Context: an optimization exercise on an open-source flow, tuned for small area. The choices shown serve that exercise and are no tape-out recipe. Power and IR drop assume default switching activity.

Setup of indigo:
## gaussian_noise
module gaussian_noise (Y, select, clk, Y_hat, noise_debug, reset, state);
Size in the first run: roughly 100 I/O pins.
export LEC_CHECK = 0
export CAP_MARGIN = 20
export CORE_MARGIN = 2
export CORE_UTILIZATION = 40
export CTS_BUF_LIST = sky130_fd_sc_hd__clkbuf_16
export CTS_CLUSTER_DIAMETER = 100
export CTS_CLUSTER_SIZE = 30
export SLEW_MARGIN = 20
create_clock -name core_clock -period 15.0 [get_ports {clk}]
standard.sh (not shown) runs the stock make flow with config.mk's settings and CLKGATE_MAP_FILE= SYNTH_SCRIPT=/design/flow/synth_recipe.tcl, a recipe that flattens the netlist after the stock synthesis.
==> flow/flow/run.sh <==
#!/bin/bash
# Standard ORFS layout, with the port buffers inserted as the smallest buffer cell.
# Each tool's full log is kept by ORFS under orfs/logs/; make's own output goes to flow_make.log.
set -euo pipefail
bash standard.sh BUFFER_PORTS_ARGS="-buffer_cell sky130_fd_sc_hd__buf_1" finish > flow_make.log 2>&1
For sierra, these inputs were changed with respect to indigo:
- CTS_CLUSTER_DIAMETER changed from 100 to 60
- CTS_BUF_LIST changed from sky130_fd_sc_hd__clkbuf_16 to sky130_fd_sc_hd__clkbuf_8
- CTS_CLUSTER_SIZE changed from 30 to 16
--- outcome ---
Hold buffer count at CTS across sierra and indigo: no real change. Multi-input gate share of the layout cell area, sierra and indigo: larger value in indigo. Taking indigo as the reference, in sierra vias per cell shrank by 0.033; length of routed met3 wiring increased 390 um; relative area change from synthesis to final layout now larger. sky130_fd_sc_hd__and3_1 as the critical-path cell with the highest stage delay was reported by sierra, and sky130_fd_sc_hd__a21oi_4 by indigo. Looking at utilization, sierra sits 0.21 points above indigo. Of sierra and indigo, sierra shows the lower headroom to the max-slew limit, with indigo above it. Summary of sierra over indigo: switching power summed over all nets has increased; relative area of non-clock buffer cells in the final design has remained practically unchanged. Maximum frequency: indigo vs sierra — no meaningful difference. sierra vs indigo — total power climbed slightly.
No run of this note included a check of the RTL's function; only the layout flow was run.

The RTL this note starts from:
==> flow/design.v <==
module gaussian_noise (Y, select, clk, Y_hat, noise_debug, reset, state);
input [31:0] Y;
input [2:0] select;
input reset;
input clk;
output [31:0] Y_hat, noise_debug;
output [2:0] state;
reg [31:0] g0;
reg [31:0] g1;
reg [31:0] g2;
reg [31:0] g3;
reg [31:0] g4;
reg [31:0] g5;
reg [31:0] ch;   
reg [31:1] ca0, ca1, ca2, cb0, cb1, cb2;   
wire h00 = ch[6] ^ ch[4] ^ ch[3] ^ ch[2];
wire h01 = ch[5] ^ ch[2];
wire h02 = ch[6] ^ ch[5] ^ ch[3] ^ ch[2];
wire h03 = ch[5] ^ ch[3] ^ ch[2] ^ ch[1] ^ ch[0];
wire h04 = ch[6] ^ ch[4] ^ ch[1];
wire [2:0] n0 = {2'b0,h00} + {2'b0,h01} + {2'b0,h02} + {2'b0,h03} + {2'b0,h04};
wire h10 = ch[6] ^ ch[3] ^ ch[2];
wire h11 = ch[5] ^ ch[4] ^ ch[3];
wire h12 = ch[6] ^ ch[5] ^ ch[3] ^ ch[2];
wire h13 = ch[6] ^ ch[5] ^ ch[4] ^ ch[1];
wire h14 = ch[6] ^ ch[1];
wire [2:0] n1 = {2'b0,h10} + {2'b0,h11} + {2'b0,h12} + {2'b0,h13} + {2'b0,h14};
always @(posedge clk or posedge reset) begin
  if (reset) begin
    g0 <= 32'h0f0f0f0f;
    g1 <= 32'h0fefbf0f;
    g2 <= 32'h0aefba0f;
    g3 <= 32'h0aef6a04;
    g4 <= 32'h0a2f6204;
    g5 <= 32'h112c6204;
    ch <= 32'h0000006d;
    ca0 <= 31'h00000031;
    ca1 <= 31'h00000006;
    ca2 <= 31'h00000008;
    cb0 <= 31'h00000007;
    cb1 <= 31'h00000013;
    cb2 <= 31'h00000008;
  end else begin
    g0 <= {g0[30:0], g0[31]^g0[21]^g0[1]^g0[0]};
    g1 <= {g1[30:0], g1[31]^g1[21]^g1[1]^g1[0]};
    g2 <= {g2[30:0], g2[31]^g2[21]^g2[1]^g2[0]};
    g3 <= {g3[30:0], g3[31]^g3[21]^g3[1]^g3[0]};
    g4 <= {g4[30:0], g4[31]^g4[21]^g4[1]^g4[0]};
    g5 <= {g5[30:0], g5[31]^g5[21]^g5[1]^g5[0]};
    ch <= {ch[30:0], ch[31]^ch[21]^ch[1]^ch[0]};
    ca0 <= {ca0[30:1], n0[0]};
    ca1 <= {ca1[30:1], n0[1]};
    ca2 <= {ca2[30:1], n0[2]};
    cb0 <= {cb0[30:1], n1[0]};
    cb1 <= {cb1[30:1], n1[1]};
    cb2 <= {cb2[30:1], n1[2]};
  end
end
wire [31:0] a0 = {ca0, n0[0]}, a1 = {ca1, n0[1]}, a2 = {ca2, n0[2]};
wire [31:0] b0 = {cb0, n1[0]}, b1 = {cb1, n1[1]}, b2 = {cb2, n1[2]};
wire valid = ~(select[2] & select[1]);   
wire setb = select[2] | (select[1] & select[0]);   
wire [31:0] gs = select[2] ? (select[0] ? g5 : g4) : (select[1] ? (select[0] ? g3 : g2) : (select[0] ? g1 : g0));
wire [31:0] c0 = setb ? b0 : a0, c1 = setb ? b1 : a1, c2 = setb ? b2 : a2;
wire [31:0] v0 = c0;
wire [31:0] v1 = c1 ^ (gs & ~c0);
wire [31:0] v2 = c2 ^ (gs & ~(c1 & c0));
wire [31:0] n = v0 + {v1[30:0], 1'b0} + {v2[29:0], 2'b0};
reg [31:0] ns;
always @(*) begin
  case (select)
    3'd0: ns = n >> 10;
    3'd1: ns = n >> 8;
    3'd2: ns = n >> 6;
    3'd3: ns = n >> 4;
    3'd4: ns = n >> 2;
    3'd5: ns = n >> 0;
    default: ns = 32'd0;
  endcase
end
assign Y_hat = Y + ns;
assign noise_debug = valid ? n : 32'd0;
assign state = select;
endmodule
==> flow/config.mk <==
export PLATFORM = sky130hd
export DESIGN_NAME = gaussian_noise
export DESIGN_NICKNAME = gaussian_noise
export VERILOG_FILES = /design/flow/design.v
export SDC_FILE = /design/flow/constraint.sdc
export NUM_CORES = 4
export LEC_CHECK = 0
export CAP_MARGIN = 20
export CORE_MARGIN = 2
export CORE_UTILIZATION = 40
export CTS_BUF_LIST = sky130_fd_sc_hd__clkbuf_16
export CTS_CLUSTER_DIAMETER = 100
export CTS_CLUSTER_SIZE = 24
export SLEW_MARGIN = 20
==> flow/constraint.sdc <==
create_clock -name core_clock -period 15.0 [get_ports {clk}]
set_input_delay 3.0000 -clock core_clock [delete_from_list [all_inputs] [get_ports {clk}]]
set_output_delay 3.0000 -clock core_clock [all_outputs]
set_load 0.01 [all_outputs]
Scripts as last shown in full above: flow/flow/run.sh
The starting point completed without violations.
Next try:
==> flow/run.sh (new file) <==
#!/bin/bash
# synth_recipe.tcl (not shown) runs the flow's synth.tcl, then flattens the netlist and writes it again
# the make line also repeats each setting of config.mk as NAME=value (left out here)
make -C /OpenROAD-flow-scripts/flow DESIGN_CONFIG=/design/flow/config.mk WORK_HOME=/design/flow/orfs CLKGATE_MAP_FILE= SYNTH_SCRIPT=/design/flow/synth_recipe.tcl finish
removed: flow/flow/run.sh
removed: flow/standard.sh
Outcome: Synthesized area does not change; sequential cell count does not change; global-route usage rose by 0.27 points; cell area rose by 3.3%; via count rose by about 0.4%; cell count rose by 0.49%; sequential share of layout area fell by 1.5 points; setup slack is worse by 0.47 ns; die area does not change.
No functional check of the RTL was part of any run of this note.

port drivers added, routing unchanged:
No port has a modelled driver above. Below, the same layouts with a new extraction and two added sets of constraints. Step 1: set_driving_cell puts a clkbuf_16 on clk and a buf_2 on each other input, an assumption about the parent block. Step 2 adds t to the input delays and takes it off the output delays; t is the mean of the earliest and latest rising clock arrival at the registers after step 1. Input paths then give back, and output paths get back, about the clock's delay inside the block. a / b / c = ideal ports / drivers / drivers and shift; a / b = the first two.
run | shift t [ns] | setup WS [ns] | worst hold slack (ns) | worst setup path at the end
indigo | 0.549 | 0.791 / 0.769 / 0.769 | 0.371 / 0.371 / 0.371 | input to output
sierra | 0.637 | 0.795 / 0.773 / 0.773 | 0.362 / 0.362 / 0.362 | input to output
the first run of note 2 | 0.605 | 1.008 / 0.989 / 0.989 | 0.351 / 0.351 / 0.351 | input to output
the second run of note 2 | 0.579 | 0.537 / 0.510 / 0.510 | 0.355 / 0.355 / 0.355 | input to output
After both steps setup and hold are still met in every run listed. The setup slack of the second run of note 2, which loses most, moves by -0.027 ns with the drivers and by -0.027 ns with both steps.
